From an optimization exercise on the open Yosys and OpenROAD flow, aimed at small area and a short achievable clock period; shortcuts taken in it are not production practice. The RTL was checked by simulation tests, not by an equivalence proof against the original design. Power and IR drop assume default switching activity.

==> flow/design.v, too long to show whole: its modules and the start of the top module <==
// module csr_file: 558 lines
// module alu: 34 lines
// module bcu: 26 lines
// module bpu: 129 lines
// module distri_ram: 23 lines
// module decode: 405 lines
// module execute: 246 lines
// module fetch: 79 lines
// module forwarding_unit: 65 lines
// module memory: 142 lines
// module muldiv: 125 lines
// module pipeline_control: 32 lines
// module program_counter: 53 lines
// module reg_file: 45 lines
// module writeback: 155 lines
// module core_top: 558 lines
module core_top #(
    parameter HART_ID       = 0,
    parameter XLEN          = 32,
    parameter BPU_ENTRY_NUM = 32
)
(
    input                 clk_i,
    input                 rst_i,
    input                 stall_i,
    input  [XLEN-1 : 0]   init_pc_addr_i,
    input  [XLEN-1 : 0]   code_i,
    input                 code_ready_i,
    output [XLEN-1 : 0]   code_addr_o,
    output                code_req_o,
    input  [XLEN-1 : 0]   data_i,
    input                 data_ready_i,
    output [XLEN-1 : 0]   data_o,
    output [XLEN-1 : 0]   data_addr_o,
    output                data_rw_o,       
    output [XLEN/8-1 : 0] data_byte_enable_o,
    output                data_req_o,
    output                data_is_amo_o,
    output [ 4: 0]        data_amo_type_o,
    output                cache_flush_o,
    input                 ext_irq_i,
    input                 tmr_irq_i,
    input                 sft_irq_i
);
  // ...
==> flow/flow/run.sh <==
#!/bin/bash
# Standard ORFS layout (the standard.sh, standard synthesis unchanged) with
# repair_timing asked to leave a larger setup margin.
set -o pipefail
bash standard.sh SETUP_SLACK_MARGIN=11 TNS_END_PERCENT=5 finish > standard_finish.log 2>&1
==> flow/standard.sh <==
#!/bin/bash
# synth_recipe.tcl (not shown) runs the flow's synth.tcl, then flattens the netlist and writes it again
# the make line also repeats each setting of config.mk as NAME=value (left out here)
make -C /OpenROAD-flow-scripts/flow DESIGN_CONFIG=/design/flow/config.mk WORK_HOME=/design/flow/orfs CLKGATE_MAP_FILE= SYNTH_SCRIPT=/design/flow/synth_recipe.tcl "${@:-finish}"
==> flow/config.mk <==
export PLATFORM = sky130hd
export DESIGN_NAME = core_top
export DESIGN_NICKNAME = core_top
export VERILOG_FILES = /design/flow/design.v
export SDC_FILE = /design/flow/constraint.sdc
export NUM_CORES = 8
export LEC_CHECK = 0
export CAP_MARGIN = 20
export CORE_MARGIN = 2
export CORE_UTILIZATION = 40
export SLEW_MARGIN = 20
==> flow/constraint.sdc <==
create_clock -name core_clock -period 16.0 [get_ports {clk_i}]
set_input_delay 3.2000 -clock core_clock [delete_from_list [all_inputs] [get_ports {clk_i}]]
set_output_delay 3.2000 -clock core_clock [all_outputs]
set_load 0.01 [all_outputs]
==> impl_results.md, run 1 <==
- Maximum clock path buffer count: 4
- TNS Setup: 0 ps
- Initial core utilization: 40.18%
- Max-area cell class: sequential cells
- RSZ-0062 raised after global routing: true
- Max-cap violations: 2
- # IOs: 214
- Highest routed metal layer: met5
- # setup viols final: 0
- XOR/XNOR Fraction of Synth Area: 6.298%
- DR WL/cell: 38.09 um
- Rows: 273
- Clock Buffer Count: 607
- GRT Util Overall: 37.15%
- Simple-gate portion of the synthesized area: 12.24%
- DP HPWL: 681.9 mm
- Combinational share of power: 9.5%
- Cells after DPL: 27410
- Status: failed layout checks
- CP required: 16830 ps
- Worst-Margin Slew: 1700 ps
- DRT Pass-1 Iters: 8
- Multi-Input Combinational: 14280
- Setup ws final: 9130 ps
- CP cell instances: buf_12 -> nand2_4 -> and3_4 -> nor3_4 -> or2_4 -> nor2_4 -> a31oi_4 -> ha_4 -> fa_2 -> a211oi_4 -> o21ai_2 -> a31oi_4 -> o21ai_4 -> a22o_4 -> a221o_1 -> o31a_1 -> a311oi_4 -> buf_4 -> xor2_4 -> a311oi_4 -> a21oi_2 -> o21ai_1
- Max-slew violations: 6
- Layout check faults: capacitance limit, slew limit
==> module decode, before the edit <==
module decode #(parameter XLEN = 32)
(
    input                   clk_i,
    input                   rst_i,
    input                   stall_i,
    input                   flush_i,
    input  [XLEN-1 : 0]     pc_i,
    input  [XLEN-1 : 0]     instruction_i,
    input                   branch_hit_i,
    input                   branch_decision_i,
    input  [XLEN-1 : 0]     csr_data_i,
    input  [ 1 : 0]         privilege_lvl_i,
    input  [XLEN-1 : 0]     rs1_data_i,
    input  [XLEN-1 : 0]     rs2_data_i,
    output [ 4 : 0]         rs1_addr_o,
    output [ 4 : 0]         rs2_addr_o,
    output                  illegal_instr_o,
    output reg [XLEN-1 : 0] imm_o,
    output reg [ 1 : 0]     inputA_sel_o,
    output reg [ 1 : 0]     inputB_sel_o,
    output reg [ 2 : 0]     operation_sel_o,
    output reg              alu_muldiv_sel_o,
    output reg              shift_sel_o,
    output reg              branch_hit_o,
    output reg              branch_decision_o,
    output reg              is_jalr_o,
    output reg              is_fencei_o,
    output reg [XLEN-1 : 0] pc_o,  
    output reg              is_branch_o,
    output reg              is_jal_o,
    output reg              is_csr_instr_o,
    output     [11 : 0]     csr_addr_o,
    output reg [ 4 : 0]     csr_imm_o,
    output reg              regfile_we_o,
    output reg [ 2 : 0]     regfile_input_sel_o,
    output reg              we_o,
    output reg              re_o,
    output reg [ 1 : 0]     dsize_sel_o,   
    output reg              signex_sel_o,  
    output reg              is_amo_o,
    output reg [ 4 : 0]     amo_type_o,
    output reg [ 4 : 0]     rd_addr_o,
    output reg [4 : 0]      rs1_addr2fwd_o,
    output reg [4 : 0]      rs2_addr2fwd_o,
    output reg [XLEN-1 : 0] rs1_data2fwd_o,
    output reg [XLEN-1 : 0] rs2_data2fwd_o,
    output reg [11 : 0]     csr_addr2fwd_o,
    output reg [XLEN-1 : 0] csr_data2fwd_o,
    output reg              sys_jump_o,
    output reg [ 1 : 0]     sys_jump_csr_addr_o,
    input                   fetch_valid_i,
    output reg              fetch_valid_o,
    input                   xcpt_valid_i,
    input  [ 3 : 0]         xcpt_cause_i,
    input  [XLEN-1 : 0]     xcpt_tval_i,
    output reg              xcpt_valid_o,
    output reg [ 3 : 0]     xcpt_cause_o,
    output reg [XLEN-1 : 0] xcpt_tval_o
);
wire [XLEN-1 : 0] imm;
wire [ 4 : 0]     rd_addr;
wire              we;
wire              re;
wire              regfile_we;
reg  [ 1 : 0]     inputA_sel;
reg  [ 1 : 0]     inputB_sel;
reg  [ 2 : 0]     regfile_input_sel;
wire [ 2 : 0]     operation_sel;
wire [ 1 : 0]     dsize_sel;
wire              signex_sel;      
wire              alu_muldiv_sel;  
wire              shift_sel;       
wire [ 4 : 0]     csr_imm;
wire [XLEN-1 : 0] rv32_instr = instruction_i;
wire [ 6 : 0]     opcode = rv32_instr[6: 0];
wire [ 4 : 0]     rv32_shamt = rv32_instr[24: 20];
wire [ 2 : 0]     rv32_funct3 = rv32_instr[14: 12];
wire [ 6 : 0]     rv32_funct7 = rv32_instr[XLEN-1 : 25];
wire [ 4 : 0]     amo_type = rv32_instr[XLEN-1 : 27];
wire [XLEN-1 : 0] immI, immS, immB, immU, immJ;
assign immI = { {21{rv32_instr[31]}}, rv32_instr[30: 25],
                 rv32_instr[24: 21], rv32_instr[20] };
assign immS = { {21{rv32_instr[31]}}, rv32_instr[30: 25], rv32_instr[11: 7] };
assign immB = { {20{rv32_instr[31]}}, rv32_instr[7],
                 rv32_instr[30: 25], rv32_instr[11: 8], 1'b0 };
assign immU = { rv32_instr[31: 12], 12'b0 };
assign immJ = { {12{rv32_instr[31]}}, rv32_instr[19: 12],
                rv32_instr[20], rv32_instr[30: 25], rv32_instr[24: 21], 1'b0 };
wire opcode_4_2_000 = (opcode[4: 2] == 3'b000);
wire opcode_4_2_001 = (opcode[4: 2] == 3'b001);
wire opcode_4_2_010 = (opcode[4: 2] == 3'b010);
wire opcode_4_2_011 = (opcode[4: 2] == 3'b011);
wire opcode_4_2_100 = (opcode[4: 2] == 3'b100);
wire opcode_4_2_101 = (opcode[4: 2] == 3'b101);
wire opcode_4_2_110 = (opcode[4: 2] == 3'b110);
wire opcode_4_2_111 = (opcode[4: 2] == 3'b111);
wire opcode_6_5_00 = (opcode[6: 5] == 2'b00);
wire opcode_6_5_01 = (opcode[6: 5] == 2'b01);
wire opcode_6_5_10 = (opcode[6: 5] == 2'b10);
wire opcode_6_5_11 = (opcode[6: 5] == 2'b11);
wire rv32_funct3_000 = (rv32_funct3 == 3'b000);
wire rv32_funct3_001 = (rv32_funct3 == 3'b001);
wire rv32_funct3_010 = (rv32_funct3 == 3'b010);
wire rv32_funct3_011 = (rv32_funct3 == 3'b011);
wire rv32_funct3_100 = (rv32_funct3 == 3'b100);
wire rv32_funct3_101 = (rv32_funct3 == 3'b101);
wire rv32_funct3_110 = (rv32_funct3 == 3'b110);
wire rv32_funct3_111 = (rv32_funct3 == 3'b111);
wire rv32_funct7_0000000 = (rv32_funct7 == 7'b0000000);
wire rv32_funct7_0100000 = (rv32_funct7 == 7'b0100000);
wire rv32_funct7_0000001 = (rv32_funct7 == 7'b0000001);
wire rv32_funct7_0000101 = (rv32_funct7 == 7'b0000101);
wire rv32_funct7_0001001 = (rv32_funct7 == 7'b0001001);
wire rv32_funct7_0001101 = (rv32_funct7 == 7'b0001101);
wire rv32_funct7_0010101 = (rv32_funct7 == 7'b0010101);
wire rv32_funct7_0100001 = (rv32_funct7 == 7'b0100001);
wire rv32_funct7_0010001 = (rv32_funct7 == 7'b0010001);
wire rv32_funct7_0101101 = (rv32_funct7 == 7'b0101101);
wire rv32_funct7_1111111 = (rv32_funct7 == 7'b1111111);
wire rv32_funct7_0000100 = (rv32_funct7 == 7'b0000100);
wire rv32_funct7_0001000 = (rv32_funct7 == 7'b0001000);
wire rv32_funct7_0001100 = (rv32_funct7 == 7'b0001100);
wire rv32_funct7_0101100 = (rv32_funct7 == 7'b0101100);
wire rv32_funct7_0010000 = (rv32_funct7 == 7'b0010000);
wire rv32_funct7_0010100 = (rv32_funct7 == 7'b0010100);
wire rv32_funct7_1100000 = (rv32_funct7 == 7'b1100000);
wire rv32_funct7_1110000 = (rv32_funct7 == 7'b1110000);
wire rv32_funct7_1010000 = (rv32_funct7 == 7'b1010000);
wire rv32_funct7_1101000 = (rv32_funct7 == 7'b1101000);
wire rv32_funct7_1111000 = (rv32_funct7 == 7'b1111000);
wire rv32_funct7_1010001 = (rv32_funct7 == 7'b1010001);
wire rv32_funct7_1110001 = (rv32_funct7 == 7'b1110001);
wire rv32_funct7_1100001 = (rv32_funct7 == 7'b1100001);
wire rv32_funct7_1101001 = (rv32_funct7 == 7'b1101001);
wire rv32_op = opcode_6_5_01 & opcode_4_2_100;       
wire rv32_op_imm = opcode_6_5_00 & opcode_4_2_100;   
wire rv32_jal = opcode_6_5_11 & opcode_4_2_011;      
wire rv32_jalr = opcode_6_5_11 & opcode_4_2_001;     
wire rv32_load = opcode_6_5_00 & opcode_4_2_000;     
wire rv32_store = opcode_6_5_01 & opcode_4_2_000;    
wire rv32_branch = opcode_6_5_11 & opcode_4_2_000;   
wire rv32_lui = opcode_6_5_01 & opcode_4_2_101;      
wire rv32_auipc = opcode_6_5_00 & opcode_4_2_101;    
wire rv32_miscmem = opcode_6_5_00 & opcode_4_2_011;  
wire rv32_system = opcode_6_5_11 & opcode_4_2_100;   
wire rv32_amo = opcode_6_5_01 & opcode_4_2_011;      
wire rv32m = rv32_op & rv32_funct7_0000001;   
wire rv32_imm_seli = rv32_op_imm | rv32_jalr | rv32_load;
wire rv32_imm_sels = rv32_store;
wire rv32_imm_selb = rv32_branch;
wire rv32_imm_selu = rv32_lui | rv32_auipc;
wire rv32_imm_selj = rv32_jal;
wire rv32_sub = rv32_op & rv32_funct3_000 & rv32_funct7_0100000;
wire rv32_beq = rv32_branch & rv32_funct3_000;
wire rv32_bne = rv32_branch & rv32_funct3_001;
wire rv32_blt = rv32_branch & rv32_funct3_100;
wire rv32_bgt = rv32_branch & rv32_funct3_101;
wire rv32_bltu = rv32_branch & rv32_funct3_110;
wire rv32_bgtu = rv32_branch & rv32_funct3_111;
wire rv32_fence  = rv32_miscmem & rv32_funct3_000;
wire rv32_fencei = rv32_miscmem & rv32_funct3_001;
wire rv32_csrrw = rv32_system & rv32_funct3_001;
wire rv32_csrrs = rv32_system & rv32_funct3_010;
wire rv32_csrrc = rv32_system & rv32_funct3_011;
wire rv32_csrrwi = rv32_system & rv32_funct3_101;
wire rv32_csrrsi = rv32_system & rv32_funct3_110;
wire rv32_csrrci = rv32_system & rv32_funct3_111;
wire rv32_csr = rv32_system & (~rv32_funct3_000);
wire rv32_sys_op = rv32_system & rv32_funct3_000;
wire rv32_ecall = rv32_sys_op & (rv32_instr[31: 20] == 12'b0000_0000_0000);
wire rv32_ebreak = rv32_sys_op & (rv32_instr[31: 20] == 12'b0000_0000_0001);
wire rv32_mret = rv32_sys_op & (rv32_instr[31: 20] == 12'b0011_0000_0010);
wire rv32_sret = rv32_sys_op & (rv32_instr[31: 20] == 12'b0001_0000_0010);
wire rv32_lb = rv32_load & rv32_funct3_000;
wire rv32_lh = rv32_load & rv32_funct3_001;
wire rv32_lw = rv32_load & rv32_funct3_010;
wire rv32_lbu = rv32_load & rv32_funct3_100;
wire rv32_lhu = rv32_load & rv32_funct3_101;
wire rv32_sb = rv32_store & rv32_funct3_000;
wire rv32_sh = rv32_store & rv32_funct3_001;
wire rv32_sw = rv32_store & rv32_funct3_010;
wire         xcpt_valid   = rv32_ecall;
wire [ 3: 0] xcpt_cause = (privilege_lvl_i == 2'b11)?'d11:
                         (privilege_lvl_i == 2'b01)?'d9 :'d8;
wire [31: 0] xcpt_tval  = 0;
assign imm =
       ({32{rv32_imm_seli}} & immI)
       | ({32{rv32_imm_sels}} & immS)
       | ({32{rv32_imm_selb}} & immB)
       | ({32{rv32_imm_selu}} & immU)
       | ({32{rv32_imm_selj}} & immJ)
       ;
assign regfile_we = rv32_lui | rv32_auipc | rv32_load | rv32_op_imm |
                    rv32_op | rv32_csr | rv32_amo | rv32_jal | rv32_jalr;
assign re = rv32_load | rv32_amo;  
assign we = rv32_store | rv32_fencei;
assign rd_addr = rv32_instr[11: 7];
assign rs1_addr_o = rv32_instr[19: 15];
assign rs2_addr_o = rv32_instr[24: 20];
assign dsize_sel = rv32_funct3[1: 0];              
assign signex_sel = rv32_funct3[2];                
assign alu_muldiv_sel = rv32m;                     
assign operation_sel = (rv32_lui | rv32_auipc) ?   
       3'b000 : rv32_funct3;                       
assign shift_sel = rv32_funct7_0100000;            
assign csr_addr_o = rv32_instr[31: 20];
assign csr_imm = rv32_instr[19: 15];
always @(*)
begin
    if (rv32_auipc | rv32_jal | rv32_branch)
        inputA_sel = 1;  
    else if (rv32_lui | rv32_store)
        inputA_sel = 0;  
    else
        inputA_sel = 2;  
end
always @(*)
begin
    if (rv32_sub)
        inputB_sel = 2;  
    else if (rv32_store | rv32_op | rv32_amo)
        inputB_sel = 1;  
    else
        inputB_sel = 0;  
end
always @(*)
begin
    if (rv32_lb | rv32_lbu)
        regfile_input_sel = 0;  
    else if (rv32_lh | rv32_lhu)
        regfile_input_sel = 1;  
    else if (rv32_lw | rv32_amo)
        regfile_input_sel = 2;  
    else if (rv32_jal | rv32_jalr)
        regfile_input_sel = 3;  
    else if (rv32_csr)
        regfile_input_sel = 5;  
    else
        regfile_input_sel = 4;  
end
assign illegal_instr_o =      
         rv32_fence
       | rv32_ebreak;
always @(posedge clk_i)
begin
    if (rst_i || (flush_i && !stall_i))  
    begin
        pc_o <= (flush_i)? pc_i : 0;
        fetch_valid_o <= 0;
        rs1_data2fwd_o <= 0;
        rs2_data2fwd_o <= 0;
        imm_o <= 0;
        inputA_sel_o <= 2;
        inputB_sel_o <= 0;
        operation_sel_o <= 0;
        signex_sel_o <= 0;
        dsize_sel_o <= 0;
        alu_muldiv_sel_o <= 0;
        shift_sel_o <= 0;
        is_branch_o <= 0;
        is_jal_o <= 0;
        is_jalr_o <= 0;
        regfile_we_o <= 1;
        regfile_input_sel_o <= 4;
        we_o <= 0;
        re_o <= 0;
        dsize_sel_o <= 0;
        rd_addr_o <= 0;
        rs1_addr2fwd_o <= 0;
        rs2_addr2fwd_o <= 0;
        is_csr_instr_o <= 0;
        csr_imm_o <= 0;
        branch_hit_o <= 0;
        branch_decision_o <= 0;
        is_fencei_o <= 0;
        amo_type_o <= 0;
        is_amo_o <= 0;
        sys_jump_o <= 0;
        sys_jump_csr_addr_o <= 0;
        xcpt_valid_o <= 0;
        xcpt_cause_o <= 0;
        xcpt_tval_o <= 0;
        csr_data2fwd_o <= 0;
        csr_addr2fwd_o <= 0;
    end
    else if (stall_i)
    begin
        pc_o <= pc_o;
        fetch_valid_o <= fetch_valid_o;
        rs1_data2fwd_o <= rs1_data2fwd_o;
        rs2_data2fwd_o <= rs2_data2fwd_o;
        imm_o <= imm_o;
        inputA_sel_o <= inputA_sel_o;
        inputB_sel_o <= inputB_sel_o;
        operation_sel_o <= operation_sel_o;
        signex_sel_o <= signex_sel_o;
        alu_muldiv_sel_o <= alu_muldiv_sel_o;
        shift_sel_o <= shift_sel_o;
        is_branch_o <= is_branch_o;
        is_jal_o <= is_jal_o;
        is_jalr_o <= is_jalr_o;
        regfile_we_o <= regfile_we_o;
        regfile_input_sel_o <= regfile_input_sel_o;
        we_o <= we_o;
        re_o <= re_o;
        dsize_sel_o <= dsize_sel_o;
        rd_addr_o <= rd_addr_o;
        rs1_addr2fwd_o <= rs1_addr2fwd_o;
        rs2_addr2fwd_o <= rs2_addr2fwd_o;
        is_csr_instr_o <= is_csr_instr_o;
        csr_imm_o <= csr_imm_o;
        branch_hit_o <= branch_hit_o;
        branch_decision_o <= branch_decision_o;
        is_fencei_o <= is_fencei_o;
        amo_type_o <= amo_type_o;
        is_amo_o <= is_amo_o;
        sys_jump_o <= sys_jump_o;
        sys_jump_csr_addr_o <= sys_jump_csr_addr_o;
        xcpt_valid_o <= xcpt_valid_o;
        xcpt_cause_o <= xcpt_cause_o;
        xcpt_tval_o <= xcpt_tval_o;
        csr_data2fwd_o <= csr_data2fwd_o;
        csr_addr2fwd_o <= csr_addr2fwd_o;
    end
    else if (xcpt_valid)
    begin
        pc_o <= pc_i;
        fetch_valid_o <= 1;
        rs1_data2fwd_o <= 0;
        rs2_data2fwd_o <= 0;
        imm_o <= 0;
        inputA_sel_o <= 2;
        inputB_sel_o <= 0;
        operation_sel_o <= 0;
        signex_sel_o <= 0;
        dsize_sel_o <= 0;
        alu_muldiv_sel_o <= 0;
        shift_sel_o <= 0;
        is_branch_o <= 0;
        is_jal_o <= 0;
        is_jalr_o <= 0;
        regfile_we_o <= 1;
        regfile_input_sel_o <= 4;
        we_o <= 0;
        re_o <= 0;
        dsize_sel_o <= 0;
        rd_addr_o <= 0;
        rs1_addr2fwd_o <= 0;
        rs2_addr2fwd_o <= 0;
        is_csr_instr_o <= 0;
        csr_imm_o <= 0;
        branch_hit_o <= 0;
        branch_decision_o <= 0;
        is_fencei_o <= 0;
        amo_type_o <= 0;
        is_amo_o <= 0;
        sys_jump_o <= 0;
        sys_jump_csr_addr_o <= 0;
        xcpt_valid_o <= xcpt_valid;
        xcpt_cause_o <= xcpt_cause;
        xcpt_tval_o <= xcpt_tval;
        csr_data2fwd_o <= 0;
        csr_addr2fwd_o <= 0;
    end
    else
    begin
        pc_o <= pc_i;
        fetch_valid_o <= fetch_valid_i;
        rs1_data2fwd_o <= rs1_data_i;
        rs2_data2fwd_o <= rs2_data_i;
        imm_o <= imm;
        inputA_sel_o <= inputA_sel;
        inputB_sel_o <= inputB_sel;
        operation_sel_o <= operation_sel;
        signex_sel_o <= signex_sel;
        alu_muldiv_sel_o <= alu_muldiv_sel;
        shift_sel_o <= shift_sel;
        is_branch_o <= rv32_branch;
        is_jal_o <= rv32_jal;
        is_jalr_o <= rv32_jalr;
        regfile_we_o <= regfile_we;
        regfile_input_sel_o <= regfile_input_sel;
        we_o <= we;
        re_o <= re;
        dsize_sel_o <= dsize_sel;
        rd_addr_o <= rd_addr;
        rs1_addr2fwd_o <= rs1_addr_o;
        rs2_addr2fwd_o <= rs2_addr_o;
        is_csr_instr_o <= rv32_csr;
        csr_imm_o <= csr_imm;
        branch_hit_o <= branch_hit_i;
        branch_decision_o <= branch_decision_i;
        is_fencei_o <= rv32_fencei;
        amo_type_o <= amo_type;
        is_amo_o <= rv32_amo;
        sys_jump_o <= rv32_mret | rv32_sret;
        sys_jump_csr_addr_o <= ({2{rv32_mret}} & 2'b11) | ({2{rv32_sret}} & 2'b01);
        xcpt_valid_o <= xcpt_valid_i;
        xcpt_cause_o <= xcpt_cause_i;
        xcpt_tval_o <= xcpt_tval_i;
        csr_data2fwd_o <= csr_data_i;
        csr_addr2fwd_o <= csr_addr_o;
    end
end
endmodule
==> module forwarding_unit, before the edit <==
module forwarding_unit #( parameter XLEN = 32 )
(
    input  [4: 0]       rs1_addr_i,
    input  [4: 0]       rs2_addr_i,
    input  [11: 0]      csr_addr_i,
    input  [XLEN-1 : 0] rs1_data_i,
    input  [XLEN-1 : 0] rs2_data_i,
    input  [XLEN-1 : 0] csr_data_i,
    input  [4: 0]       exe_rd_addr_i,
    input               exe_regfile_we_i,
    input  [2: 0]       exe_regfile_input_sel_i,
    input  [XLEN-1 : 0] exe_p_data_i,
    input               exe_csr_we_i,
    input  [11: 0]      exe_csr_addr_i,
    input  [XLEN-1 : 0] exe_csr_data_i,
    input  [4: 0]       wbk_rd_addr_i,
    input               wbk_regfile_we_i,
    input  [XLEN-1 : 0] wbk_rd_data_i,
    input               wbk_csr_we_i,
    input  [11: 0]      wbk_csr_addr_i,
    input  [XLEN-1 : 0] wbk_csr_data_i,
    output [XLEN-1 : 0] rs1_o,
    output [XLEN-1 : 0] rs2_o,
    output [XLEN-1 : 0] csr_data_o
);
wire is_rs1_rd_EXE_MEM_same, is_rs2_rd_EXE_MEM_same, is_csr_addr_EXE_MEM_same;
wire is_rs1_rd_MEM_WB_same, is_rs2_rd_MEM_WB_same, is_csr_addr_MEM_WB_same;
wire is_rd_EXE_MEM_not_zero, is_rd_MEM_WB_not_zero;
wire rs1_EXE_MEM_fwd, rs2_EXE_MEM_fwd;
wire rs1_MEM_WB_fwd, rs2_MEM_WB_fwd;
wire [XLEN-1 : 0] correct_rs1_data, correct_rs2_data, correct_csr_data;
wire [XLEN-1 : 0] correct_fwd_src2, csr_EXE_MEM_fwd;
wire [XLEN-1 : 0] correct_fwd_src1, csr_MEM_WB_fwd;
assign is_rs1_rd_EXE_MEM_same = (rs1_addr_i == exe_rd_addr_i);
assign is_rs2_rd_EXE_MEM_same = (rs2_addr_i == exe_rd_addr_i);
assign is_csr_addr_EXE_MEM_same = (csr_addr_i == exe_csr_addr_i);
assign is_rs1_rd_MEM_WB_same = (rs1_addr_i == wbk_rd_addr_i);
assign is_rs2_rd_MEM_WB_same = (rs2_addr_i == wbk_rd_addr_i);
assign is_csr_addr_MEM_WB_same = (csr_addr_i == wbk_csr_addr_i);
assign is_rd_EXE_MEM_not_zero = ( | exe_rd_addr_i);
assign is_rd_MEM_WB_not_zero = ( | wbk_rd_addr_i);
assign rs1_EXE_MEM_fwd = exe_regfile_we_i & is_rs1_rd_EXE_MEM_same & is_rd_EXE_MEM_not_zero;
assign rs2_EXE_MEM_fwd = exe_regfile_we_i & is_rs2_rd_EXE_MEM_same & is_rd_EXE_MEM_not_zero;
assign csr_EXE_MEM_fwd = exe_csr_we_i & is_csr_addr_EXE_MEM_same;
assign rs1_MEM_WB_fwd = wbk_regfile_we_i & is_rs1_rd_MEM_WB_same & is_rd_MEM_WB_not_zero;
assign rs2_MEM_WB_fwd = wbk_regfile_we_i & is_rs2_rd_MEM_WB_same & is_rd_MEM_WB_not_zero;
assign csr_MEM_WB_fwd = wbk_csr_we_i & is_csr_addr_MEM_WB_same;
assign correct_fwd_src2 = wbk_rd_data_i;
assign correct_fwd_src1 = exe_p_data_i;     
assign correct_rs1_data =
       rs1_EXE_MEM_fwd ? correct_fwd_src1
       : rs1_MEM_WB_fwd ? correct_fwd_src2
       : rs1_data_i;
assign correct_rs2_data =
       rs2_EXE_MEM_fwd ? correct_fwd_src1
       : rs2_MEM_WB_fwd ? correct_fwd_src2
       : rs2_data_i;
assign correct_csr_data =
       csr_EXE_MEM_fwd ? exe_csr_data_i
       : csr_MEM_WB_fwd ? wbk_csr_data_i
       : csr_data_i;
assign rs1_o = correct_rs1_data;
assign rs2_o = correct_rs2_data;
assign csr_data_o = correct_csr_data;
endmodule    
==> module muldiv, before the edit <==
module muldiv#(parameter XLEN = 32)
(
    input                   clk_i,
    input                   rst_i,
    input                   stall_i,
    input  [XLEN-1 : 0]     a_i,
    input  [XLEN-1 : 0]     b_i,
    input                   req_i,
    input  [ 2 : 0]         operation_sel_i,
    output reg [XLEN-1 : 0] muldiv_result_o,
    output reg              ready_o
);
wire operation_mul    = (operation_sel_i == 3'b000);
wire operation_mulh   = (operation_sel_i == 3'b001);
wire operation_mulhsu = (operation_sel_i == 3'b010);
wire operation_mulhu  = (operation_sel_i == 3'b011);
wire operation_div    = (operation_sel_i == 3'b100);
wire operation_rem    = (operation_sel_i == 3'b110);
wire is_divider = operation_sel_i[2];
wire is_a_zero  = (a_i == 32'b0);
wire is_b_zero  = (b_i == 32'b0);
wire is_a_neg   = a_i[31] & (operation_mulh | operation_mulhsu | operation_div | operation_rem);
wire is_b_neg   = b_i[31] & (operation_mulh | operation_div | operation_rem);
wire signed_adjust = is_a_neg ^ is_b_neg;
wire [XLEN-1 : 0] op_a = is_a_neg ? -a_i : a_i;
wire [XLEN-1 : 0] op_b = is_b_neg ? -b_i : b_i;
reg  [XLEN-1 : 0] reg32;
reg  [XLEN*2 : 0] result;        
reg  [ 5 : 0]     cnt;
reg  [ 1 : 0]     fast_mul_counter;
reg               neg_r;
wire is_calc_done = is_divider ? ~|cnt : &fast_mul_counter;
localparam S_IDLE        = 3'b000,
           S_CALC        = 3'b001,
           S_SIGN_ADJUST = 3'b010,
           S_DONE        = 3'b011,
           S_STALL       = 3'b100;
reg [2 : 0] S, S_nxt;
always @(posedge clk_i)
begin
    if (rst_i)
        S <= S_IDLE;
    else
        S <= S_nxt;
end
always @(*)
begin
    case (S)
        S_IDLE:
            S_nxt = (req_i)? (is_a_zero | is_b_zero)? S_DONE : S_CALC : S_IDLE;
        S_CALC:
            S_nxt = (is_calc_done)? S_SIGN_ADJUST : S_CALC;
        S_SIGN_ADJUST:
            S_nxt = S_DONE;
        S_DONE:
            S_nxt = (stall_i)? S_STALL : S_IDLE;
        S_STALL:
            S_nxt = (stall_i)? S_STALL : S_IDLE;
        default:
            S_nxt = S_IDLE;
    endcase
end
wire start = (S == S_IDLE) & req_i;
always @(posedge clk_i)
begin
    if (rst_i || start)
        fast_mul_counter <= 2'b0;
    else
        fast_mul_counter <= (& fast_mul_counter)? fast_mul_counter : fast_mul_counter + 1;
end
wire [32 : 0] div_diff = {1'b0, result[63: 32]} - {1'b0, reg32};
wire          div_sub  = ~div_diff[32];
wire [42 : 0] mul_acc = result[64: 33] + reg32 * result[10: 0];
wire mul_load = (S == S_CALC) & ~is_divider & (fast_mul_counter == 2'b01);
wire mul_step = ~is_divider & (((S == S_CALC) & fast_mul_counter[1]) | (S == S_SIGN_ADJUST));
always @(posedge clk_i)
begin
    if (start)
    begin
        cnt <= 'd32;
        reg32 <= op_b;
        neg_r <= 1'b0;
        if (is_b_zero)
            result <= is_divider ? {a_i, 1'b0, {32{1'b1}}} : 65'b0;
        else
            result <= {33'b0, op_a};
    end
    else if (mul_load)
    begin
        reg32 <= op_b;
        result <= {33'b0, op_a};
    end
    else if (mul_step)
    begin
        result <= {mul_acc, result[32: 11]};
        if (S == S_SIGN_ADJUST)
            neg_r <= (operation_mulhsu) ? is_a_neg : signed_adjust & ~operation_mul;
    end
    else if (S == S_CALC)
    begin
        cnt <= cnt - 'd1;
        result <= (div_sub)? {div_diff[31 : 0], result[31 : 0], 1'b1} : {result[63 : 0], 1'b0};
    end
    else if (S == S_SIGN_ADJUST)
    begin
        neg_r <= (operation_rem | operation_sel_i == 3'b111) ? is_a_neg : signed_adjust;
    end
end
always @(posedge clk_i)
begin
    if (S == S_DONE || S == S_STALL)
        ready_o <= 1;
    else
        ready_o <= 0;
end
wire [XLEN-1 : 0] sel_result =
       (operation_sel_i[2:1] == 2'b11) ? result[64: 33] :
       (operation_sel_i[2] | operation_mul) ? result[31: 0] : result[63: 32];
wire neg_cin = neg_r & (operation_sel_i[2] | (result[31: 0] == 32'b0));
always @(posedge clk_i)
begin
    if (S == S_DONE)
        muldiv_result_o <= (sel_result ^ {XLEN{neg_r}}) + neg_cin;
end
endmodule
==> run 2, diff against run 1 <==
--- a/flow/design.v
+++ b/flow/design.v
@@ -786,16 +786,17 @@
     input                   branch_decision_i,
     input  [XLEN-1 : 0]     csr_data_i,
     input  [ 1 : 0]         privilege_lvl_i,
     input  [XLEN-1 : 0]     rs1_data_i,
     input  [XLEN-1 : 0]     rs2_data_i,
     output [ 4 : 0]         rs1_addr_o,
     output [ 4 : 0]         rs2_addr_o,
     output                  illegal_instr_o,
+    output                  xcpt_valid_dec_o,
     output reg [XLEN-1 : 0] imm_o,
     output reg [ 1 : 0]     inputA_sel_o,
     output reg [ 1 : 0]     inputB_sel_o,
     output reg [ 2 : 0]     operation_sel_o,
     output reg              alu_muldiv_sel_o,
     output reg              shift_sel_o,
     output reg              branch_hit_o,
     output reg              branch_decision_o,
@@ -951,16 +952,17 @@
 wire rv32_lh = rv32_load & rv32_funct3_001;
 wire rv32_lw = rv32_load & rv32_funct3_010;
 wire rv32_lbu = rv32_load & rv32_funct3_100;
 wire rv32_lhu = rv32_load & rv32_funct3_101;
 wire rv32_sb = rv32_store & rv32_funct3_000;
 wire rv32_sh = rv32_store & rv32_funct3_001;
 wire rv32_sw = rv32_store & rv32_funct3_010;
 wire         xcpt_valid   = rv32_ecall;
+assign xcpt_valid_dec_o = xcpt_valid;
 wire [ 3: 0] xcpt_cause = (privilege_lvl_i == 2'b11)?'d11:
                          (privilege_lvl_i == 2'b01)?'d9 :'d8;
 wire [31: 0] xcpt_tval  = 0;
 assign imm =
        ({32{rv32_imm_seli}} & immI)
        | ({32{rv32_imm_sels}} & immS)
        | ({32{rv32_imm_selb}} & immB)
        | ({32{rv32_imm_selu}} & immU)
@@ -1504,16 +1506,30 @@
     xcpt_valid_o <= 0;
     xcpt_cause_o <= 0;
     xcpt_tval_o <= 0;
 end
 endmodule
 `timescale 1ns / 1ps
 module forwarding_unit #( parameter XLEN = 32 )
 (
+    input               clk_i,
+    input               rst_i,
+    input               dec_stall_i,       
+    input               dec_flush_i,
+    input               dec_xcpt_i,        
+    input  [4: 0]       dec_rs1_nxt_i,     
+    input  [4: 0]       dec_rs2_nxt_i,
+    input               dec_regfile_we_i,  
+    input  [4: 0]       dec_rd_addr_i,
+    input               exe_stall_i,       
+    input               exe_sfe_i,         
+    input               exe_flush_i,
+    input               wbk_flush_i,
+    input               mem_xcpt_i,        
     input  [4: 0]       rs1_addr_i,
     input  [4: 0]       rs2_addr_i,
     input  [11: 0]      csr_addr_i,
     input  [XLEN-1 : 0] rs1_data_i,
     input  [XLEN-1 : 0] rs2_data_i,
     input  [XLEN-1 : 0] csr_data_i,
     input  [4: 0]       exe_rd_addr_i,
     input               exe_regfile_we_i,
@@ -1543,21 +1559,39 @@
 assign is_rs1_rd_EXE_MEM_same = (rs1_addr_i == exe_rd_addr_i);
 assign is_rs2_rd_EXE_MEM_same = (rs2_addr_i == exe_rd_addr_i);
 assign is_csr_addr_EXE_MEM_same = (csr_addr_i == exe_csr_addr_i);
 assign is_rs1_rd_MEM_WB_same = (rs1_addr_i == wbk_rd_addr_i);
 assign is_rs2_rd_MEM_WB_same = (rs2_addr_i == wbk_rd_addr_i);
 assign is_csr_addr_MEM_WB_same = (csr_addr_i == wbk_csr_addr_i);
 assign is_rd_EXE_MEM_not_zero = ( | exe_rd_addr_i);
 assign is_rd_MEM_WB_not_zero = ( | wbk_rd_addr_i);
-assign rs1_EXE_MEM_fwd = exe_regfile_we_i & is_rs1_rd_EXE_MEM_same & is_rd_EXE_MEM_not_zero;
-assign rs2_EXE_MEM_fwd = exe_regfile_we_i & is_rs2_rd_EXE_MEM_same & is_rd_EXE_MEM_not_zero;
+wire       dec_clr = rst_i | (dec_flush_i & ~dec_stall_i);
+wire [4:0] rs1_n = dec_clr ? 5'd0 : dec_stall_i ? rs1_addr_i : dec_xcpt_i ? 5'd0 : dec_rs1_nxt_i;
+wire [4:0] rs2_n = dec_clr ? 5'd0 : dec_stall_i ? rs2_addr_i : dec_xcpt_i ? 5'd0 : dec_rs2_nxt_i;
+wire       exe_clr = rst_i | (exe_flush_i & ~exe_stall_i);
+wire       exe_hold = exe_stall_i | exe_sfe_i;
+wire [4:0] exe_rd_n = exe_clr ? 5'd0 : exe_hold ? exe_rd_addr_i : dec_rd_addr_i;
+wire       exe_we_n = exe_clr ? 1'b0 : exe_hold ? exe_regfile_we_i : dec_regfile_we_i;
+wire       wbk_clr = rst_i | (wbk_flush_i & ~dec_stall_i);
+wire [4:0] wbk_rd_n = wbk_clr ? 5'd0 : dec_stall_i ? wbk_rd_addr_i : mem_xcpt_i ? 5'd0 : exe_rd_addr_i;
+wire       wbk_we_n = wbk_clr ? 1'b0 : dec_stall_i ? wbk_regfile_we_i : mem_xcpt_i ? 1'b0 : exe_regfile_we_i;
+reg rs1_EXE_MEM_fwd_r, rs2_EXE_MEM_fwd_r, rs1_MEM_WB_fwd_r, rs2_MEM_WB_fwd_r;
+always @(posedge clk_i)
+begin
+    rs1_EXE_MEM_fwd_r <= exe_we_n & (rs1_n == exe_rd_n) & (|exe_rd_n);
+    rs2_EXE_MEM_fwd_r <= exe_we_n & (rs2_n == exe_rd_n) & (|exe_rd_n);
+    rs1_MEM_WB_fwd_r  <= wbk_we_n & (rs1_n == wbk_rd_n) & (|wbk_rd_n);
+    rs2_MEM_WB_fwd_r  <= wbk_we_n & (rs2_n == wbk_rd_n) & (|wbk_rd_n);
+end
+assign rs1_EXE_MEM_fwd = rs1_EXE_MEM_fwd_r;
+assign rs2_EXE_MEM_fwd = rs2_EXE_MEM_fwd_r;
+assign rs1_MEM_WB_fwd  = rs1_MEM_WB_fwd_r;
+assign rs2_MEM_WB_fwd  = rs2_MEM_WB_fwd_r;
 assign csr_EXE_MEM_fwd = exe_csr_we_i & is_csr_addr_EXE_MEM_same;
-assign rs1_MEM_WB_fwd = wbk_regfile_we_i & is_rs1_rd_MEM_WB_same & is_rd_MEM_WB_not_zero;
-assign rs2_MEM_WB_fwd = wbk_regfile_we_i & is_rs2_rd_MEM_WB_same & is_rd_MEM_WB_not_zero;
 assign csr_MEM_WB_fwd = wbk_csr_we_i & is_csr_addr_MEM_WB_same;
 assign correct_fwd_src2 = wbk_rd_data_i;
 assign correct_fwd_src1 = exe_p_data_i;     
 assign correct_rs1_data =
        rs1_EXE_MEM_fwd ? correct_fwd_src1
        : rs1_MEM_WB_fwd ? correct_fwd_src2
        : rs1_data_i;
 assign correct_rs2_data =
@@ -1742,16 +1776,18 @@
 wire signed_adjust = is_a_neg ^ is_b_neg;
 wire [XLEN-1 : 0] op_a = is_a_neg ? -a_i : a_i;
 wire [XLEN-1 : 0] op_b = is_b_neg ? -b_i : b_i;
 reg  [XLEN-1 : 0] reg32;
 reg  [XLEN*2 : 0] result;        
 reg  [ 5 : 0]     cnt;
 reg  [ 1 : 0]     fast_mul_counter;
 reg               neg_r;
+reg  [XLEN-1 : 0] mul_hc;          
+reg               mul_ci;          
 wire is_calc_done = is_divider ? ~|cnt : &fast_mul_counter;
 localparam S_IDLE        = 3'b000,
            S_CALC        = 3'b001,
            S_SIGN_ADJUST = 3'b010,
            S_DONE        = 3'b011,
            S_STALL       = 3'b100;
 reg [2 : 0] S, S_nxt;
 always @(posedge clk_i)
@@ -1783,39 +1819,74 @@
 begin
     if (rst_i || start)
         fast_mul_counter <= 2'b0;
     else
         fast_mul_counter <= (& fast_mul_counter)? fast_mul_counter : fast_mul_counter + 1;
 end
 wire [32 : 0] div_diff = {1'b0, result[63: 32]} - {1'b0, reg32};
 wire          div_sub  = ~div_diff[32];
-wire [42 : 0] mul_acc = result[64: 33] + reg32 * result[10: 0];
+function [85 : 0] csa;     
+    input [42 : 0] x, y, z;
+    begin
+        csa[42 : 0]  = x ^ y ^ z;
+        csa[85 : 43] = {(x[41 : 0] & y[41 : 0]) | (x[41 : 0] & z[41 : 0]) | (y[41 : 0] & z[41 : 0]), 1'b0};
+    end
+endfunction
+wire [42 : 0] pp [0 : 10];
+genvar gi;
+generate
+    for (gi = 0; gi < 11; gi = gi + 1)
+    begin : g_pp
+        assign pp[gi] = {11'b0, reg32 & {XLEN{result[gi]}}} << gi;
+    end
+endgenerate
+wire [85 : 0] l1a = csa(pp[0], pp[1], pp[2]);
+wire [85 : 0] l1b = csa(pp[3], pp[4], pp[5]);
+wire [85 : 0] l1c = csa(pp[6], pp[7], pp[8]);
+wire [85 : 0] l1d = csa(pp[9], pp[10], {11'b0, result[64: 33]});
+wire [42 : 0] hc  = {11'b0, mul_hc};
+wire [85 : 0] l2a = csa(l1a[42:0], l1a[85:43], l1b[42:0]);
+wire [85 : 0] l2b = csa(l1b[85:43], l1c[42:0], l1c[85:43]);
+wire [85 : 0] l2c = csa(l1d[42:0], l1d[85:43], hc);
+wire [85 : 0] l3a = csa(l2a[42:0], l2a[85:43], l2b[42:0]);
+wire [85 : 0] l3b = csa(l2b[85:43], l2c[42:0], l2c[85:43]);
+wire [85 : 0] l4a = csa(l3a[42:0], l3a[85:43], l3b[42:0]);
+wire [85 : 0] l5a = csa(l4a[42:0], {l4a[85:44], mul_ci}, l3b[85:43]);
+wire [42 : 0] ms  = l5a[42:0];
+wire [42 : 0] mc  = l5a[85:43];
+wire [11 : 0] mlo = {1'b0, ms[10:0]} + {1'b0, mc[10:0]};
 wire mul_load = (S == S_CALC) & ~is_divider & (fast_mul_counter == 2'b01);
 wire mul_step = ~is_divider & (((S == S_CALC) & fast_mul_counter[1]) | (S == S_SIGN_ADJUST));
 always @(posedge clk_i)
 begin
     if (start)
     begin
         cnt <= 'd32;
         reg32 <= op_b;
         neg_r <= 1'b0;
+        mul_hc <= 0;
+        mul_ci <= 1'b0;
         if (is_b_zero)
             result <= is_divider ? {a_i, 1'b0, {32{1'b1}}} : 65'b0;
         else
             result <= {33'b0, op_a};
     end
     else if (mul_load)
     begin
         reg32 <= op_b;
+        mul_hc <= 0;
+        mul_ci <= 1'b0;
         result <= {33'b0, op_a};
     end
     else if (mul_step)
     begin
-        result <= {mul_acc, result[32: 11]};
+        result <= {ms[42: 11], mlo[10: 0], result[32: 11]};
+        mul_hc <= mc[42: 11];
+        mul_ci <= mlo[11];
         if (S == S_SIGN_ADJUST)
             neg_r <= (operation_mulhsu) ? is_a_neg : signed_adjust & ~operation_mul;
     end
     else if (S == S_CALC)
     begin
         cnt <= cnt - 'd1;
         result <= (div_sub)? {div_diff[31 : 0], result[31 : 0], 1'b1} : {result[63 : 0], 1'b0};
     end
@@ -1826,19 +1897,20 @@
 end
 always @(posedge clk_i)
 begin
     if (S == S_DONE || S == S_STALL)
         ready_o <= 1;
     else
         ready_o <= 0;
 end
+wire [XLEN-1 : 0] res_hi = result[64: 33] + mul_hc + mul_ci;
 wire [XLEN-1 : 0] sel_result =
-       (operation_sel_i[2:1] == 2'b11) ? result[64: 33] :
-       (operation_sel_i[2] | operation_mul) ? result[31: 0] : result[63: 32];
+       (operation_sel_i[2:1] == 2'b11) ? res_hi :
+       (operation_sel_i[2] | operation_mul) ? result[31: 0] : {res_hi[30: 0], result[32]};
 wire neg_cin = neg_r & (operation_sel_i[2] | (result[31: 0] == 32'b0));
 always @(posedge clk_i)
 begin
     if (S == S_DONE)
         muldiv_result_o <= (sel_result ^ {XLEN{neg_r}}) + neg_cin;
 end
 endmodule
 `timescale 1ns / 1ps
@@ -2166,16 +2238,17 @@
 wire [ 3 : 0]     fet_xcpt_cause2dec;
 wire [XLEN-1 : 0] fet_xcpt_tval2dec;
 wire [XLEN-1 : 0] dec_pc;
 wire [ 4 : 0]     dec_rs1_addr, dec_rs2_addr, dec_rd_addr, dec_csr_imm;
 wire              dec_we, dec_re;
 wire              dec_is_branch, dec_is_jal, dec_is_jalr;
 wire              dec_branch_hit, dec_branch_decision;
 wire              dec_illegal_instr;
+wire              dec_xcpt_valid;
 wire [ 4 : 0]     dec_rs1_addr2fwd, dec_rs2_addr2fwd;
 wire [XLEN-1 : 0] dec_rs1_data2fwd, dec_rs2_data2fwd;
 wire [11: 0]      dec_csr_addr2fwd;
 wire [XLEN-1 : 0] dec_csr_data2fwd;
 wire [11 : 0]     dec_csr_addr2csr;
 wire              dec_is_csr_instr;
 wire [XLEN-1 : 0] dec_imm2exe;
 wire [ 1 : 0]     dec_inA_sel2exe, dec_inB_sel2exe, dec_dsize_sel2exe;
@@ -2376,16 +2449,30 @@
     .sys_jump_i(csr_sys_jump),
     .flush2fet_o(plc_flush2fet),
     .flush2dec_o(plc_flush2dec),
     .flush2exe_o(plc_flush2exe),
     .flush2wbk_o(plc_flush2wbk),
     .stall_from_hazard_o(stall_from_hazard)
 );
 forwarding_unit Forwarding_Unit(
+    .clk_i(clk_i),
+    .rst_i(rst_i),
+    .dec_stall_i(stall_pipeline),
+    .dec_flush_i(plc_flush2dec || csr_irq_taken),
+    .dec_xcpt_i(dec_xcpt_valid),
+    .dec_rs1_nxt_i(dec_rs1_addr),
+    .dec_rs2_nxt_i(dec_rs2_addr),
+    .dec_regfile_we_i(dec_regfile_we2exe),
+    .dec_rd_addr_i(dec_rd_addr),
+    .exe_stall_i(stall_for_instr_fetch | stall_for_data_fetch),
+    .exe_sfe_i(stall_from_exe),
+    .exe_flush_i(plc_flush2exe || irq_taken),
+    .wbk_flush_i(plc_flush2wbk || irq_taken),
+    .mem_xcpt_i(mem_xcpt_valid2wbk),
     .rs1_addr_i(dec_rs1_addr2fwd),
     .rs2_addr_i(dec_rs2_addr2fwd),
     .csr_addr_i(dec_csr_addr2fwd),
     .rs1_data_i(dec_rs1_data2fwd),
     .rs2_data_i(dec_rs2_data2fwd),
     .csr_data_i(dec_csr_data2fwd),
     .exe_regfile_we_i(exe_regfile_we2wbk),
     .exe_rd_addr_i(exe_rd_addr2wbk),
@@ -2485,16 +2572,17 @@
     .branch_decision_i(fet_branch_decision),
     .csr_data_i(csr_data2dec),
     .privilege_lvl_i(privilege_level),
     .rs1_data_i(rfu_rs1_data2dec),
     .rs2_data_i(rfu_rs2_data2dec),
     .rs1_addr_o(dec_rs1_addr),
     .rs2_addr_o(dec_rs2_addr),
     .illegal_instr_o(dec_illegal_instr),
+    .xcpt_valid_dec_o(dec_xcpt_valid),
     .imm_o(dec_imm2exe),
     .inputA_sel_o(dec_inA_sel2exe),
     .inputB_sel_o(dec_inB_sel2exe),
     .operation_sel_o(dec_operation_sel2exe),
     .alu_muldiv_sel_o(dec_alu_muldiv_sel2exe),
     .shift_sel_o(dec_shift_sel2exe),
     .branch_hit_o(dec_branch_hit),  
     .branch_decision_o(dec_branch_decision),
==> flow/flow/run.sh (replaced) <==
#!/bin/bash
# Standard ORFS layout (the standard.sh, with the standard synthesis
# unchanged), with repair_timing asked to leave a larger setup margin
# (fixing the worst 5% of endpoints) and smaller clock-tree buffers.
set -o pipefail
bash standard.sh SETUP_SLACK_MARGIN=10 TNS_END_PERCENT=5 CTS_BUF_LIST=sky130_fd_sc_hd__clkbuf_8 finish > standard_finish.log 2>&1
==> run 2 against run 1 <==
The run now finishes clean. Die area grew 1.3%. Fmax grew 8.9%. Power grew 3.1%. Synthesized cell count grew 1.8%. Clock skew grew 33 ps. Wire length grew 0.41%. Register-to-register slack gained 590 ps. Worst setup slack gained 560 ps. Combinational power grew 61%. Critical endpoint is now data_o[24]. Highest routed layer unchanged.
==> impl_results.md, run 2 <==
- Largest area contributor in the netlist: edfxtp_1 (unchanged)
- Non-Filler Instances: 29580 (was 28930)
- Flop pwr share: 47.6% (was 47.7%)
- Clock power frac: 37.5% (was 42.8%)
- Count leader, synth: edfxtp_1 (unchanged)
- Cells after DPL: 27970 (was 27410)
- Crit path buf inv count: 2 (unchanged)
- Design area: 256300 um2 (was 261100 um2)
- Largest regs: Branch_Prediction_Unit.tag x1024, Register_File.rf x992, Branch_Prediction_Unit.target x704 (unchanged)
- Ranking of synthesized cells by area: edfxtp_1, dfxtp_1, xnor2_1, nand2_1, a22oi_1 (was edfxtp_1, dfxtp_1, xnor2_1, nand2_1, a21oi_1)
- R2r setup slk: 9800 ps (was 9210 ps)
- Post-CTS Hold Fix Bufs: 0 (unchanged)
- Hold/Removal Path Class: flip-flop to flip-flop (unchanged)
- Max reg flops: 1024 (unchanged)
- # IOs: 214 (unchanged)
- Avg Synthesized Cell Area: 10.62 um2 (was 10.67 um2)
- Most frequent cells in the layout: edfxtp_1, nand2_1, a21oi_1 (was edfxtp_1, nand2_1, dfxtp_1)
- Max-cap violations: 0 (was 2)
- Tot Pwr: 26.56 mW (was 25.76 mW)
- Number of synthesized register bits: 4391 (was 4344)
- DRT Pass-1 Iters: 13 (was 8)
- Routed wire length: 1106 mm (was 1102 mm)
- Post-Place Setup Slack: 6707 ps (was 6194 ps)
- Area of the core: 560900 um2 (was 553000 um2)
- Initial detailed-routing violation count: 34550 (was 35290)
- EDFF count, synth: 2975 (unchanged)
- CP required: 12800 ps (was 16830 ps)
- Reg with most FFs: Branch_Prediction_Unit.tag (unchanged)
- Hold endpoint: Execute.dsize_sel_o[1] (was Decode.sys_jump_csr_addr_o[0])
- Critical path capture point type: output port (was flip-flop)
- CP max stage cell: clkdlybuf4s50_1 (was fa_2)
- DR WL/cell: 37.40 um (was 38.09 um)
- Layout area overhead: 13.81% (was 17.48%)
- Final core occ: 45.69% (was 47.21%)
- Rows: 275 (was 273)
- DP HPWL: 685.2 mm (was 681.9 mm)
- Critical path's largest stage delay: 570 ps (was 390 ps)
- Final Hold Vio Count: 0 (unchanged)
- Via density: 6.672 (was 6.773)
- Clk slew on worst S/H paths: 70 ps (was 60 ps)
- GPL Wtd Cong: 1.041 (was 1.052)
- Clock insertion delay at the later pin of the skew report: 1450 ps (was 1140 ps)
- Crit share post-route: 39.44% (was 42.94%)
- R2R cell count: 18 (was 24)
- Synth Warn #: 16 (was 15)
- Most frequent cells after synthesis: edfxtp_1, nand2_1, nor2_1 (was edfxtp_1, nand2_1, a21oi_1)
- Status: no timing/DRC/antenna violations (was failed layout checks)
- RSZ-0062 raised after global routing: true (unchanged)
- Combinational share of power: 14.9% (was 9.5%)
- Hold Crit Depth: 2 (unchanged)
- Worst R2R End: Program_Counter.pc_r[20] (was Program_Counter.pc_r[28])
- Initial core utilization: 40.15% (was 40.18%)
- Largest net degree at the start of global routing: 197 (was 189)
- FF-to-FF Start: Forwarding_Unit.rs1_MEM_WB_fwd_r (was Writeback.xcpt_cause_r[0])
- Number of global-route vias before repair: 180800 (was 178700)
- First-pass GRT wire length: 1480 mm (was 1471 mm)
- # setup viols final: 0 (unchanged)
- FMAX: 0.1585 GHz (was 0.1456 GHz)
- WS Path Type: flip-flop to output port (was input port to flip-flop)
- Worst-Margin Slew: 1308 ps (was 1700 ps)
- Horiz. Die Dim: 754.3 um (was 749.4 um)
- P_int: 18.53 mW (was 19.06 mW)
- CTS root buffer: clkbuf_8 (was clkbuf_16)
- Pwr dens: 103.6 nW/um2 (was 98.69 nW/um2)
- Htree depth: 6 (was 5)
- Total number of vias: 197300 (was 195900)
- Max-slew violations: 0 (was 6)
- GRT Util Overall: 36.83% (was 37.15%)
- GRT overflow: 0 (unchanged)
- Share of the synthesized area in the top cell type: 39.68% (was 40.20%)
- Worst-case vdd ir drop: 100.7 uV (was 105.9 uV)
- Die height: 754.3 um (was 749.4 um)
- Clock Skew: 169.0 ps (was 135.6 ps)
- Cell variety after synth: 112 (was 122)
- CP top delay family: buffers and inverters (was compound AO/OA/AOI/OAI gates)
- Syn Inst Count: 21200 (was 20830)
- Post-route ant nets: 0 (unchanged)
- Commonest non-fill, non-tap cell in the layout: edfxtp_1 (unchanged)
- Crit-path max FO: 8 (was 5)
- Initial antenna violation count: 144 (was 111)
- Final Hold Slack: 433.9 ps (was 449.2 ps)
- Clk sinks: 4391 (was 4344)
- Residual DRC count: 0 (unchanged)
- Hold path startpoint: Decode.dsize_sel_o[1] (was Decode.sys_jump_csr_addr_o[0])
- Top FF cell, synth: edfxtp_1 (unchanged)
- Async SR Flop Fraction: 0% (unchanged)
- Post-synthesis sequential area ratio: 52.26% (was 52.53%)
- Slew HR: 12.78% (was -14.13%)
- Syn nets: 22080 (was 21660)
- Maximum clock path buffer count: 4 (unchanged)
- Buffers on Ports: 210 (unchanged)
- Pleak: 90.86 nW (was 90.91 nW)
- Nets@finish: 22300 (was 22000)
- Sw Pwr: 8.036 mW (was 6.705 mW)
- Sw Ratio: 30.25% (was 26.02%)
- Min cycle time layout: 6310 ps (was 6870 ps)
- CTS tree: built (unchanged)
- Die footprint: 568900 um2 (was 561500 um2)
- Post-synthesis cell area: 225200 um2 (was 222200 um2)
- CP cell instances: inv_2 -> ha_2 -> and2_4 -> a22o_1 -> clkdlybuf4s50_1 (was buf_12 -> nand2_4 -> and3_4 -> nor3_4 -> or2_4 -> nor2_4 -> a31oi_4 -> ha_4 -> fa_2 -> a211oi_4 -> o21ai_2 -> a31oi_4 -> o21ai_4 -> a22o_4 -> a221o_1 -> o31a_1 -> a311oi_4 -> buf_4 -> xor2_4 -> a311oi_4 -> a21oi_2 -> o21ai_1)
- Crit start category: flip-flop (was input port)
- Placed cell area: 237000 um2 (was 233600 um2)
- Setup ws final: 9690 ps (was 9130 ps)
- Total CTS buffers: 735 (was 459)
- TNS Setup: 0 ps (unchanged)
- Worst Path Arrival: 3110 ps (was 7700 ps)
- Share of post-route cells with drive strength above 1: 11.55% (was 14.40%)
[run 2: layout make-up]
class,instances,area (um2)
Multi-Input combinational cell,14480,101400
Tap cell,7479,9358
Clock buffer,808,11120
Timing Repair Buffer,1087,10680
Fill cell,52480,304600
Sequential cell,4391,117700
Antenna cell,73,182.7
Timing Repair inverter,1,5.005
Clock inverter,532,2999
Inverter,731,2801
[run 2: repair_timing]
| action | CTS | global route |
|---|---|---|
| cloned | 15 | 21 |
| buffers inserted | 61 | 84 |
| endpoints found under the setup margin | 839 | 879 |
| gates resized for setup | 468 | 244 |
| pin swaps | 61 | 68 |
[run 2: tightest hold or removal path: cells and delay by family (launching register included)]
| kind | cells | cell delay (ps) |
|---|---|---|
| simple gates | 1 | 60 |
| compound gates | 1 | 60 |
| flops | 1 | 320 |
[run 2: cells by family (layout without fill, tap and decap cells)]
group	count (synthesis)	after routing	share of synthesized area, %
AO/OA/AOI/OAI	5582	5582	16.96
XOR/XNOR	1573	1573	6.119
adder cells (fa/ha/maj)	772	772	5.447
buffers and inverters	2342	3159	4.071
flip-flops	4391	4391	52.26
multiplexers	577	577	2.613
other	0	73	0
AND/OR/NAND/NOR	5962	5971	12.53
[run 2: power groups by stage]
stage,combinational (mW),clock [mW],sequential (mW)
2_1_floorplan,2.00,0,12.8
3_3_place_gp,3.50,0,12.9
3_5_place_dp,3.53,0,12.9
4_1_cts,3.67,9.90,12.6
5_1_grt,4.09,10.4,12.6
6_report,3.95,9.96,12.6
[run 2: worst max-delay path by stage]
stage	startpoint	to	slack, ps	cells past startpoint
after floorplan	sft_irq_i	Program_Counter.pc_r[30]	9230	21
after global placement	ext_irq_i	Program_Counter.pc_r[30]	6710	20
after detailed placement	ext_irq_i	Program_Counter.pc_r[30]	6710	20
after CTS	data_ready_i	Branch_Prediction_Unit.likelihood[3][1]	9650	14
after global routing	Execute.dsize_sel_o[0]	data_o[15]	9700	7
final	Execute.dsize_sel_o[0]	data_o[24]	9690	5
[run 2: metal layers]
layer | vias to the layer above | routed length, um | GRT usage (%)
met3 | 4333 | 168800 | 13.35
met4 | 78 | 97990 | 25.55
met2 | 16910 | 445600 | 52.06
met5 | - | 634 | 0.1852
li1 | 79220 | - | -
met1 | 96790 | 393300 | 46.74
==> run 3, diff against run 2 <==
==> flow/flow/run.sh (replaced) <==
#!/bin/bash
# Standard ORFS layout (the standard.sh, with the standard synthesis
# unchanged), with repair_timing asked to leave a larger setup margin
# (fixing the worst 5% of endpoints, without gate cloning) and larger
# clock-tree sink clusters.
set -o pipefail
bash standard.sh SETUP_SLACK_MARGIN=10 TNS_END_PERCENT=5 SKIP_GATE_CLONING=1 \
    CTS_CLUSTER_SIZE=24 CTS_CLUSTER_DIAMETER=80 finish > standard_finish.log 2>&1
==> run 3 against run 2 <==
Final area shrank 1.9%. Synthesized cell count unchanged. Combinational power is 1% lower. Clock-buffer cell count fell by 484. Worst hold slack lost 15 ps. Non-clock buffer count is 19 higher. Sequential power about the same. Via count down 1.9%. First-iteration DRC count up 1.1%. Largest cell class unchanged.
==> impl_results.md, run 3 <==
- Max reg flops: 1024 (unchanged)
- Hold/Removal Path Class: flip-flop to flip-flop (unchanged)
- Syn nets: 22080 (unchanged)
- CP required: 16780 ps (was 12800 ps)
- Final Hold Vio Count: 0 (unchanged)
- CTS tree: built (unchanged)
- EDFF count, synth: 2975 (unchanged)
- Worst-case vdd ir drop: 94.48 uV (was 100.7 uV)
- Cells after DPL: 27970 (unchanged)
- Critical path's largest stage delay: 400 ps (was 570 ps)
- Reg with most FFs: Branch_Prediction_Unit.tag (unchanged)
- Worst R2R End: Program_Counter.pc_r[20] (unchanged)
- Non-Filler Instances: 28680 (was 29580)
- Post-synthesis sequential area ratio: 52.26% (unchanged)
- Count leader, synth: edfxtp_1 (unchanged)
- Initial core utilization: 40.15% (unchanged)
- Most frequent cells in the layout: edfxtp_1, nand2_1, a21oi_1 (unchanged)
- Post-route ant nets: 0 (unchanged)
- XOR/XNOR Fraction of Synth Area: 6.119% (unchanged)
- CTS root buffer: clkbuf_16 (was clkbuf_8)
- Largest family of logic cells by synthesized area: compound AO/OA/AOI/OAI gates (unchanged)
- Clock Skew: 145.7 ps (was 169.0 ps)
- TNS Setup: 0 ps (unchanged)
- Hold endpoint: Execute.dsize_sel_o[1] (unchanged)
- Residual DRC count: 0 (unchanged)
- DRT Pass-1 Iters: 13 (unchanged)
- Ranking of synthesized cells by area: edfxtp_1, dfxtp_1, xnor2_1, nand2_1, a22oi_1 (unchanged)
- Share of the synthesized area in the top cell type: 39.68% (unchanged)
- Compound-Gate Fraction of Synth Area: 16.96% (unchanged)
- Via density: 6.748 (was 6.672)
- R2r setup slk: 9670 ps (was 9800 ps)
- GPL Wtd Cong: 1.041 (unchanged)
- Max-slew violations: 0 (unchanged)
- Placed cell area: 237000 um2 (unchanged)
- Pwr dens: 96.81 nW/um2 (was 103.6 nW/um2)
- Layout area overhead: 11.59% (was 13.81%)
- Initial antenna violation count: 129 (was 144)
- Cell variety after synth: 112 (unchanged)
- Crit share post-route: 40.10% (was 39.44%)
- Die height: 754.3 um (unchanged)
- Adder-cell share of the synthesized area: 5.447% (unchanged)
- Total number of vias: 193500 (was 197300)
- Simple-gate portion of the synthesized area: 12.53% (unchanged)
- Status: no timing/DRC/antenna violations (unchanged)
- Die footprint: 568900 um2 (unchanged)
- # setup viols final: 0 (unchanged)
- Min cycle time layout: 6415 ps (was 6310 ps)
- FF-to-FF Start: Forwarding_Unit.rs1_MEM_WB_fwd_r (unchanged)
- Syn Inst Count: 21200 (unchanged)
- Clock insertion delay at the later pin of the skew report: 1090 ps (was 1450 ps)
- Avg Synthesized Cell Area: 10.62 um2 (unchanged)
- R2R cell count: 18 (unchanged)
- Rows: 275 (unchanged)
- Largest net degree at the start of global routing: 197 (unchanged)
- Multiplexer share of the synthesized area: 2.613% (unchanged)
- Largest area contributor in the netlist: edfxtp_1 (unchanged)
- DP HPWL: 685.2 mm (unchanged)
- Slew HR: 14.10% (was 12.78%)
- Routed wire length: 1094 mm (was 1106 mm)
- Worst Path Arrival: 7200 ps (was 3110 ps)
- Post-synthesis cell area: 225200 um2 (unchanged)
- Worst-Margin Slew: 1277 ps (was 1308 ps)
- Crit path buf inv count: 2 (unchanged)
- Synth Warn #: 16 (unchanged)
- Max-cap violations: 0 (unchanged)
- Post-CTS Hold Fix Bufs: 0 (unchanged)
- Commonest non-fill, non-tap cell in the layout: edfxtp_1 (unchanged)
- Most frequent cells after synthesis: edfxtp_1, nand2_1, nor2_1 (unchanged)
- Crit-path max FO: 4 (was 8)
- Clk sinks: 4391 (unchanged)
- GRT overflow: 0 (unchanged)
- DR WL/cell: 38.16 um (was 37.40 um)
- Clk slew on worst S/H paths: 110 ps (was 70 ps)
- CP top delay family: compound AO/OA/AOI/OAI gates (was buffers and inverters)
- Horiz. Die Dim: 754.3 um (unchanged)
- Total CTS buffers: 265 (was 735)
- Design area: 251300 um2 (was 256300 um2)
- Critical path capture point type: flip-flop (was output port)
- Pleak: 86.77 nW (was 90.86 nW)
- CP cell instances: buf_6 -> nand2_4 -> nand3_4 -> and2_4 -> or2_4 -> nor2_4 -> a31oi_4 -> ha_4 -> a21o_1 -> a21o_1 -> nand2_2 -> a211o_1 -> and3b_2 -> o311a_4 -> o211ai_1 -> buf_4 -> nand2_4 -> a311oi_4 -> a21oi_2 -> o31ai_4 -> o22ai_2 (was inv_2 -> ha_2 -> and2_4 -> a22o_1 -> clkdlybuf4s50_1)
- CP max stage cell: a311oi_4 (was clkdlybuf4s50_1)
- FMAX: 0.1559 GHz (was 0.1585 GHz)
- Top FF cell, synth: edfxtp_1 (unchanged)
- Number of synthesized register bits: 4391 (unchanged)
- Crit start category: input port (was flip-flop)
- GRT Util Overall: 36.54% (was 36.83%)
- # IOs: 214 (unchanged)
- Hold path startpoint: Decode.dsize_sel_o[1] (unchanged)
- WS Path Type: input port to flip-flop (was flip-flop to output port)
- Maximum clock path buffer count: 4 (unchanged)
- Buffers on Ports: 210 (unchanged)
- Area of the core: 560900 um2 (unchanged)
- Largest regs: Branch_Prediction_Unit.tag x1024, Register_File.rf x992, Branch_Prediction_Unit.target x704 (unchanged)
- Initial detailed-routing violation count: 34920 (was 34550)
- Hold Crit Depth: 2 (unchanged)
- Htree depth: 5 (was 6)
- RSZ-0062 raised after global routing: true (unchanged)
- Number of global-route vias before repair: 176500 (was 180800)
- First-pass GRT wire length: 1466 mm (was 1480 mm)
- Share of post-route cells with drive strength above 1: 9.467% (was 11.55%)
- Nets@finish: 21840 (was 22300)
- Async SR Flop Fraction: 0% (unchanged)
[run 3: cell types whose count changed in the layout (fill, tap and decap cells not counted), sizes merged, moves of 2 or more]
cell	delta
buf	+43
dlymetal6s2s	-5
bufbuf	-6
inv	-221
clkinv	-176
clkinvlp	-6
diode	-14
dlygate4sd2	-21
clkdlybuf4s15	-5
nand2	-2
nor2	-4
clkdlybuf4s50	+29
clkbuf	-500
bufinv	-11
[run 3: area by class of cell]
class / instances / area, um2
inverter: 731 / 2794
sequential: 4391 / 117700
tap: 7479 / 9358
antenna: 59 / 147.6
fill: 52430 / 309600
multi-input combinational: 14470 / 101500
timing repair buffer: 1106 / 11090
clock buffer: 324 / 7073
clock inverter: 119 / 1585
[run 3: per-layer routing]
metal  wire length, um  GRT usage, %  vias to the layer above
met5               526             0                        -
met4             95180         24.31                       68
met3            163000         12.28                     4036
met2            444300         52.33                    16130
met1            391300         46.82                    95350
li1                  -             -                    77900
[run 3: cells by family (layout without fill, tap and decap cells)]
| kind of cell | Yosys count | after routing |
|---|---|---|
| other | 0 | 59 |
| AOI/OAI and AO/OA | 5582 | 5582 |
| xor gates and xnor gates | 1573 | 1573 |
| adders and majority gates | 772 | 772 |
| buffers and inverters | 2342 | 2280 |
| muxes | 577 | 577 |
| DFF | 4391 | 4391 |
| and+or+nand+nor | 5962 | 5962 |
[run 3: worst max path at each step]
stage | cells after the start | slack (ps) | start | endpoint
global placement | 20 | 6710 | ext_irq_i | Program_Counter.pc_r[30]
finish | 21 | 9580 | tmr_irq_i | Program_Counter.pc_r[30]
floorplan | 21 | 9230 | sft_irq_i | Program_Counter.pc_r[30]
CTS | 6 | 9740 | Execute.dsize_sel_o[0] | data_o[5]
detailed placement | 20 | 6710 | ext_irq_i | Program_Counter.pc_r[30]
global route | 21 | 9520 | tmr_irq_i | Program_Counter.pc_r[30]
[run 3: stage by stage]
step	utilization, %	power, mW	hold slack (ps)	setup slack [ps]
6_report	44.80	24.33	418.8	9585
4_1_cts	44.37	24.02	436.2	9738
5_1_grt	44.78	24.78	474.0	9518
3_5_place_dp	42.26	16.39	445.0	6707
3_3_place_gp	42.25	16.36	437.3	6715
2_1_floorplan	-	14.81	431.3	9232
[run 3: report_power, final]
part | switching, mW | total, mW | internal (mW)
registers | 0.247 | 12.6 | 12.4
logic | 2.71 | 3.91 | 1.21
clock network | 4.41 | 7.79 | 3.38
[run 3: worst min-delay path, cell delays in order (launching register included)]
cell	delay (ps)
dfxtp_1	330
nand2_1	60
a21oi_1	50
[run 3: repair_timing]
item	4_1_cts	5_1_grt
setup endpoints to repair	1530	1282
setup buffers	87	109
resized for setup	532	230
pin swaps	78	82

what the ideal ports hide:
The results above use ideal ports. As a check the final layouts listed here were re-extracted and re-timed, cells and wires unchanged.
Step 1 assumes that a clkbuf_16 drives the clock port and a buf_2 every other input.
Step 2 times the ports against the registers' clock, not the clock port: input delays grow and output delays shrink by t, the midpoint of the rising clock arrivals with the driver on.
Three values: ideal, step 1, step 2; two values: the first two.
run | t (ns) | slack for setup (ns) | worst setup path after step 2
run 1 | 1.222 | 9.130 / 9.211 / 7.992 | input to register
run 2 | 1.490 | 9.690 / 9.561 / 8.233 | input to register
run 3 | 1.137 | 9.585 / 9.408 / 8.271 | input to register
For run 2, which loses most, drivers alone change the setup slack by -0.129 ns; drivers and shift together by -1.457 ns.
